From an optimization exercise on the open Yosys and OpenROAD flow, aimed at small area; shortcuts taken in it are not production practice. RTL that was checked went through simulation tests only; none was proved equivalent to the original. The clock port is modelled as an ideal driver, which makes a skipped or thinned clock tree look cheaper than it is; a real chip needs a root buffer or a tree. Power and IR drop assume default switching activity.

==> module sseg, before the edit <==
module sseg (
    input  logic        clk,
    input  logic        clear,
    input  logic [12:0] r,
    input  logic        show_r,    
    input  logic        show_hi,   
    input  logic        show_9,    
    output logic        phase,
    output logic [7:0]  sseg,
    output logic [7:0]  an
);
    logic [4:0] count;
    always_ff @(posedge clk, posedge clear)
        if (clear) count <= 5'd0;
        else       count <= count + 5'd1;
    assign phase = count[0];
    logic [1:0] digit_sel;
    assign digit_sel = count[4:3];
    logic [3:0] code;
    always_comb
        case (digit_sel)
            2'd0: code = r[3:0];
            2'd1: code = r[7:4];
            2'd2: code = r[11:8];
            default: code = {3'b100, r[12]};
        endcase
    logic [6:0] seg7;
    always_comb
        case (code)
            4'd0:  seg7 = 7'h10;  
            4'd1:  seg7 = 7'h00;  
            4'd2:  seg7 = 7'h78;  
            4'd3:  seg7 = 7'h02;  
            4'd4:  seg7 = 7'h12;  
            4'd5:  seg7 = 7'h19;  
            4'd6:  seg7 = 7'h30;  
            4'd7:  seg7 = 7'h24;  
            4'd8:  seg7 = 7'h79;  
            4'd9:  seg7 = 7'h40;  
            4'd10: seg7 = 7'h79;
            4'd11: seg7 = 7'h40;
            4'd12: seg7 = 7'h11;
            4'd13: seg7 = 7'h00;
            4'd14: seg7 = 7'h30;
            default: seg7 = 7'h20;
        endcase
    always_comb begin
        if (show_r)                        sseg = {1'b1, seg7};
        else if (show_9)                   sseg = 8'h90;
        else if (show_hi && digit_sel == 2'd1) sseg = 8'hCF;  
        else if (show_hi && digit_sel == 2'd2) sseg = 8'h89;  
        else                               sseg = 8'hFF;
    end
    assign an = ~(8'b00000001 << digit_sel);
endmodule
export LEC_CHECK = 0
export ABC_AREA = 1
export CAP_MARGIN = 20
export CORE_MARGIN = 2
export CORE_UTILIZATION = 40
export CTS_BUF_LIST = sky130_fd_sc_hd__clkbuf_8
export SLEW_MARGIN = 20
create_clock -name core_clock -period 13.0 [get_ports {clk}]
standard.sh (not shown) runs the stock make flow with config.mk's settings and CLKGATE_MAP_FILE= SYNTH_SCRIPT=/design/flow/synth_recipe.tcl, a recipe that flattens the netlist after the stock synthesis.
==> flow/flow/run.sh <==
#!/bin/bash
# Own layout flow: the standard flow (standard.sh) with these changes:
#  * ABC maps the logic with an area-only script (flow/abc_area_only.script:
#    60 s of &deepsyn, then two rounds of dch + amap) instead of ORFS's,
#    which buffers and upsizes for delay;
#  * no half/full-adder extraction before ABC and no buffers on pass-through
#    wires (ADDER_MAP_FILE empty, SYNTH_INSBUF 0);
#  * the constant outputs share synthesis's one tie cell
#    (SKIP_REPAIR_TIE_FANOUT 1);
#  * the port buffers are buf_1 cells;
#  * after CTS, flow/post_cts.tcl (run by ORFS's cts step as POST_CTS_TCL)
#    collapses the clock tree into one buf_12 that drives every flip-flop.
# Synthesis is otherwise the standard flow's own (synth_recipe.tcl: no fsm/share passes,
# flattened, same register names). Each tool's output goes to a log here.
set -euo pipefail
W=$(pwd)
{
  echo 'proc abc {args} {'
  echo '  set i [lsearch -exact $args -script]'
  echo '  if {$i >= 0} { lset args [expr {$i + 1}] $::env(OWN_ABC_SCRIPT) }'
  echo '  yosys abc {*}$args'
  echo '}'
  cat "$W/synth_recipe.tcl"
} > "$W/own_synth.tcl"
export OWN_ABC_SCRIPT="$W/flow/abc_area_only.script"
sed -e "s|SYNTH_SCRIPT=[^ ]*synth_recipe.tcl|SYNTH_SCRIPT=$W/own_synth.tcl ADDER_MAP_FILE= SYNTH_INSBUF=0 SKIP_REPAIR_TIE_FANOUT=1 POST_CTS_TCL=$W/flow/post_cts.tcl 'BUFFER_PORTS_ARGS=-buffer_cell sky130_fd_sc_hd__buf_1'|" \
  "$W/standard.sh" > "$W/own_standard.sh"
grep -q own_synth.tcl "$W/own_standard.sh"
bash "$W/own_standard.sh" > "$W/orfs_make.log" 2>&1
test -s "$W/out/final.def"
Other scripts of this flow, unchanged in this note and not shown: flow/flow/abc_area_only.script, flow/flow/post_cts.tcl
The baseline completed with no timing, DRC or antenna violations.
==> next run, changes <==
--- a/flow/design.v
+++ b/flow/design.v
@@ -41,16 +41,16 @@
             4'd5:  seg7 = 7'h19;  
             4'd6:  seg7 = 7'h30;  
             4'd7:  seg7 = 7'h24;  
             4'd8:  seg7 = 7'h79;  
             4'd9:  seg7 = 7'h40;  
-            4'd10: seg7 = 7'h79;
-            4'd11: seg7 = 7'h40;
-            4'd12: seg7 = 7'h11;
-            4'd13: seg7 = 7'h00;
+            4'd10: seg7 = 7'h78;
+            4'd11: seg7 = 7'h02;
+            4'd12: seg7 = 7'h3B;
+            4'd13: seg7 = 7'h38;
             4'd14: seg7 = 7'h30;
-            default: seg7 = 7'h20;
+            default: seg7 = 7'h24;
         endcase
     always_comb begin
         if (show_r)                        sseg = {1'b1, seg7};
         else if (show_9)                   sseg = 8'h90;
         else if (show_hi && digit_sel == 2'd1) sseg = 8'hCF;  
Core utilization goes down by 0.29 points.
Sequential power goes down by 23%.
Worst setup slack improved by 0.41 ns.
Sequential cell count is unchanged.
Routed wire length goes up by 2.4%.
Power goes down by about 33%.
Final cell count goes up by about 0.8%.
Non-clock buffer count goes down by 1.
Register-to-register slack improved by 0.16 ns.
Design area hardly moves.

---

The RTL this note starts from:
==> flow/design.v <==
module prbs #(parameter N = 14) (
    input  logic [N-1:0] cur,
    output logic [N-1:0] nxt
);
    assign nxt = {cur[N-2:0], cur[13] ^ cur[4] ^ cur[2] ^ cur[0]};
endmodule
module sseg (
    input  logic        clk,
    input  logic        clear,
    input  logic [12:0] r,
    input  logic        show_r,    
    input  logic        show_hi,   
    input  logic        show_9,    
    output logic        phase,
    output logic [7:0]  sseg,
    output logic [7:0]  an
);
    logic [4:0] count;
    always_ff @(posedge clk, posedge clear)
        if (clear) count <= 5'd0;
        else       count <= count + 5'd1;
    assign phase = count[0];
    logic [1:0] digit_sel;
    assign digit_sel = count[4:3];
    logic [3:0] code;
    always_comb
        case (digit_sel)
            2'd0: code = r[3:0];
            2'd1: code = r[7:4];
            2'd2: code = r[11:8];
            default: code = {3'b100, r[12]};
        endcase
    logic [6:0] seg7;
    always_comb
        case (code)
            4'd0:  seg7 = 7'h10;  
            4'd1:  seg7 = 7'h00;  
            4'd2:  seg7 = 7'h78;  
            4'd3:  seg7 = 7'h02;  
            4'd4:  seg7 = 7'h12;  
            4'd5:  seg7 = 7'h19;  
            4'd6:  seg7 = 7'h30;  
            4'd7:  seg7 = 7'h24;  
            4'd8:  seg7 = 7'h79;  
            4'd9:  seg7 = 7'h40;  
            4'd10: seg7 = 7'h78;
            4'd11: seg7 = 7'h02;
            4'd12: seg7 = 7'h3B;
            4'd13: seg7 = 7'h38;
            4'd14: seg7 = 7'h30;
            default: seg7 = 7'h24;
        endcase
    always_comb begin
        if (show_r)                        sseg = {1'b1, seg7};
        else if (show_9)                   sseg = 8'h90;
        else if (show_hi && digit_sel == 2'd1) sseg = 8'hCF;  
        else if (show_hi && digit_sel == 2'd2) sseg = 8'h89;  
        else                               sseg = 8'hFF;
    end
    assign an = ~(8'b00000001 << digit_sel);
endmodule
module timer (
    input  logic clk,
    input  logic clear,
    input  logic start,
    input  logic stop,
    output logic led,
    output logic [7:0] sseg,
    output logic [7:0] an
);
    localparam logic [2:0] S_INIT  = 3'd0,
                           S_RAND  = 3'd2,
                           S_PA    = 3'd7,
                           S_PB    = 3'd6,
                           S_LED   = 3'd1,
                           S_FIN   = 3'd3,
                           S_NINE  = 3'd4;
    logic [2:0]  st, nst;
    logic [13:0] r, r_n, r_step;
    logic [2:0]  q;
    logic        phase, tick, one;
    prbs #(14) lfsr (.cur(r), .nxt(r_step));
    sseg ss (
        .clk(clk), .clear(clear), .r(r[12:0]),
        .show_r(st == S_LED || st == S_FIN), .show_hi(st == S_INIT),
        .show_9(st == S_NINE), .phase(phase), .sseg(sseg), .an(an)
    );
    always_ff @(posedge clk, posedge clear)
        if (clear) q <= 3'b000;
        else       q <= {q[1] & ~q[0] & ~q[2], (q[0] | q[1]) & ~q[2], ~q[1]};
    assign tick = phase & q[2];        
    assign one  = phase & q[0] & ~q[1];  
    logic        en, bcd;
    logic [14:0] b;
    logic [13:0] dec;
    assign bcd = (st == S_LED);
    assign en  = tick & (st == S_PA || st == S_PB || st == S_LED);
    always_comb begin
        b[0] = en;
        for (int i = 0; i < 14; i++) b[i+1] = b[i] & ~r[i];
        for (int i = 0; i < 14; i++) dec[i] = r[i] ^ b[i];
        for (int k = 0; k < 3; k++) begin
            dec[4*k+1] = dec[4*k+1] & ~(bcd & b[4*k+4]);
            dec[4*k+2] = dec[4*k+2] & ~(bcd & b[4*k+4]);
        end
    end
    logic done;
    assign done = (st == S_PA) ? (r[13:11] == 3'b111 && r[10:6] == 5'd0 && r[3:0] == 4'd0)
                               : (!r[12] && !r[10] && !r[8] && !r[2] && !r[1]);
    logic go_led;
    assign go_led = (st == S_PA || st == S_PB) && done && one;
    always_comb
        if (st == S_INIT)     r_n = r_step;
        else if (go_led)      r_n = (r | 14'h1189) & ~14'h0260;
        else                  r_n = dec;
    always_ff @(posedge clk, posedge clear)
        if (clear) r <= 14'd1;
        else       r <= r_n;
    logic ge13001;
    assign ge13001 = r[13] & r[12] & (r[11] | r[10] | (r[9] & (r[8] | (r[7] & r[6] &
                     (r[5] | r[4] | (r[3] & (r[2] | r[1] | r[0])))))));
    always_comb begin
        nst = st;
        case (st)
            S_INIT: if (start) nst = S_RAND;
            S_RAND: nst = ge13001 ? S_PB : S_PA;
            S_PA, S_PB:
                if (done) begin
                    if (go_led) nst = S_LED;
                end else if (stop) nst = S_NINE;
            S_LED:  if (stop || !r[12]) nst = S_FIN;
            default: ;
        endcase
    end
    always_ff @(posedge clk, posedge clear)
        if (clear) st <= S_INIT;
        else       st <= nst;
    assign led = (st == S_LED);
endmodule
Settings: LEC_CHECK=0, ABC_AREA=1, CAP_MARGIN=20, CORE_MARGIN=2, CORE_UTILIZATION=40, CTS_BUF_LIST=sky130_fd_sc_hd__clkbuf_8, SLEW_MARGIN=20; clock period 13.0 ns.
==> flow/flow/run.sh <==
#!/bin/bash
# Own layout flow: the standard flow (standard.sh) with these changes:
#  * ABC maps the logic with an area-only script (flow/abc_area_only.script)
#    instead of ORFS's, which buffers and upsizes for delay;
#  * no half/full-adder extraction before ABC and no buffers on pass-through
#    wires (ADDER_MAP_FILE empty, SYNTH_INSBUF 0);
#  * the constant outputs share synthesis's one tie cell
#    (SKIP_REPAIR_TIE_FANOUT 1);
#  * the port buffers are buf_1 cells.
# Synthesis is otherwise the standard flow's own (synth_recipe.tcl: no fsm/share passes,
# flattened, same register names). Each tool's output goes to a log here.
set -euo pipefail
W=$(pwd)
{
  echo 'proc abc {args} {'
  echo '  set i [lsearch -exact $args -script]'
  echo '  if {$i >= 0} { lset args [expr {$i + 1}] $::env(OWN_ABC_SCRIPT) }'
  echo '  yosys abc {*}$args'
  echo '}'
  cat "$W/synth_recipe.tcl"
} > "$W/own_synth.tcl"
export OWN_ABC_SCRIPT="$W/flow/abc_area_only.script"
sed -e "s|SYNTH_SCRIPT=[^ ]*synth_recipe.tcl|SYNTH_SCRIPT=$W/own_synth.tcl ADDER_MAP_FILE= SYNTH_INSBUF=0 SKIP_REPAIR_TIE_FANOUT=1 'BUFFER_PORTS_ARGS=-buffer_cell sky130_fd_sc_hd__buf_1'|" \
  "$W/standard.sh" > "$W/own_standard.sh"
grep -q own_synth.tcl "$W/own_standard.sh"
bash "$W/own_standard.sh" > "$W/orfs_make.log" 2>&1
test -s "$W/out/final.def"
==> flow/flow/abc_area_only.script <==
strash
dch
amap
strash
dch
amap
topo
Edit:
--- a/flow/design.v
+++ b/flow/design.v
@@ -69,12 +69,12 @@
     output logic [7:0] an
 );
     localparam logic [2:0] S_INIT  = 3'd0,
-                           S_RAND  = 3'd2,
-                           S_PA    = 3'd7,
-                           S_PB    = 3'd6,
-                           S_LED   = 3'd1,
-                           S_FIN   = 3'd3,
-                           S_NINE  = 3'd4;
+                           S_RAND  = 3'd1,
+                           S_PA    = 3'd2,
+                           S_PB    = 3'd3,
+                           S_LED   = 3'd5,
+                           S_FIN   = 3'd6,
+                           S_NINE  = 3'd7;
     logic [2:0]  st, nst;
     logic [13:0] r, r_n, r_step;
     logic [2:0]  q;
The changed run went through all stages and came out clean.
Synthesized area goes down by 0.68%.
Cell area goes down by 0.61%.
Non-clock buffer count is unchanged.
Worst setup slack degrades by 110 ps.
Via count goes up by 3.3%.
Flip-flop and latch count is unchanged.
Only the layout flow was run in the first run of this note; the RTL was not checked for function there.

what the ideal ports hide:
The flow's constraints put no driver on any port. The routed layouts listed below were extracted and timed again, unchanged, in two steps.
Step 1 assumes that a clkbuf_16 drives the clock port and a buf_2 every other input.
Step 2 moves the port delays by t, midway between the first and last clock arrival at a register: inputs arrive t later, outputs are due t later. That takes back most of the time a late clock gives input paths.
Slacks: ideal ports / drivers / drivers and shift; pairs: ideal ports / drivers.
run	t, ns	slack for setup (ns)	slew at the worst register clock pin (ns)	worst data-port slew with drivers (ns)
the first run of note 1	0.169	7.452 / 7.420 / 7.589	0.11 / 0.11	0.03
the second run of note 1	0.166	7.859 / 7.828 / 7.993	0.10 / 0.10	0.03
the first run of note 2	0.292	7.819 / 7.793 / 8.085	0.09 / 0.09	0.03
the second run of note 2	0.294	7.705 / 7.681 / 7.975	0.09 / 0.09	0.03
After both steps every run listed still meets setup and hold.
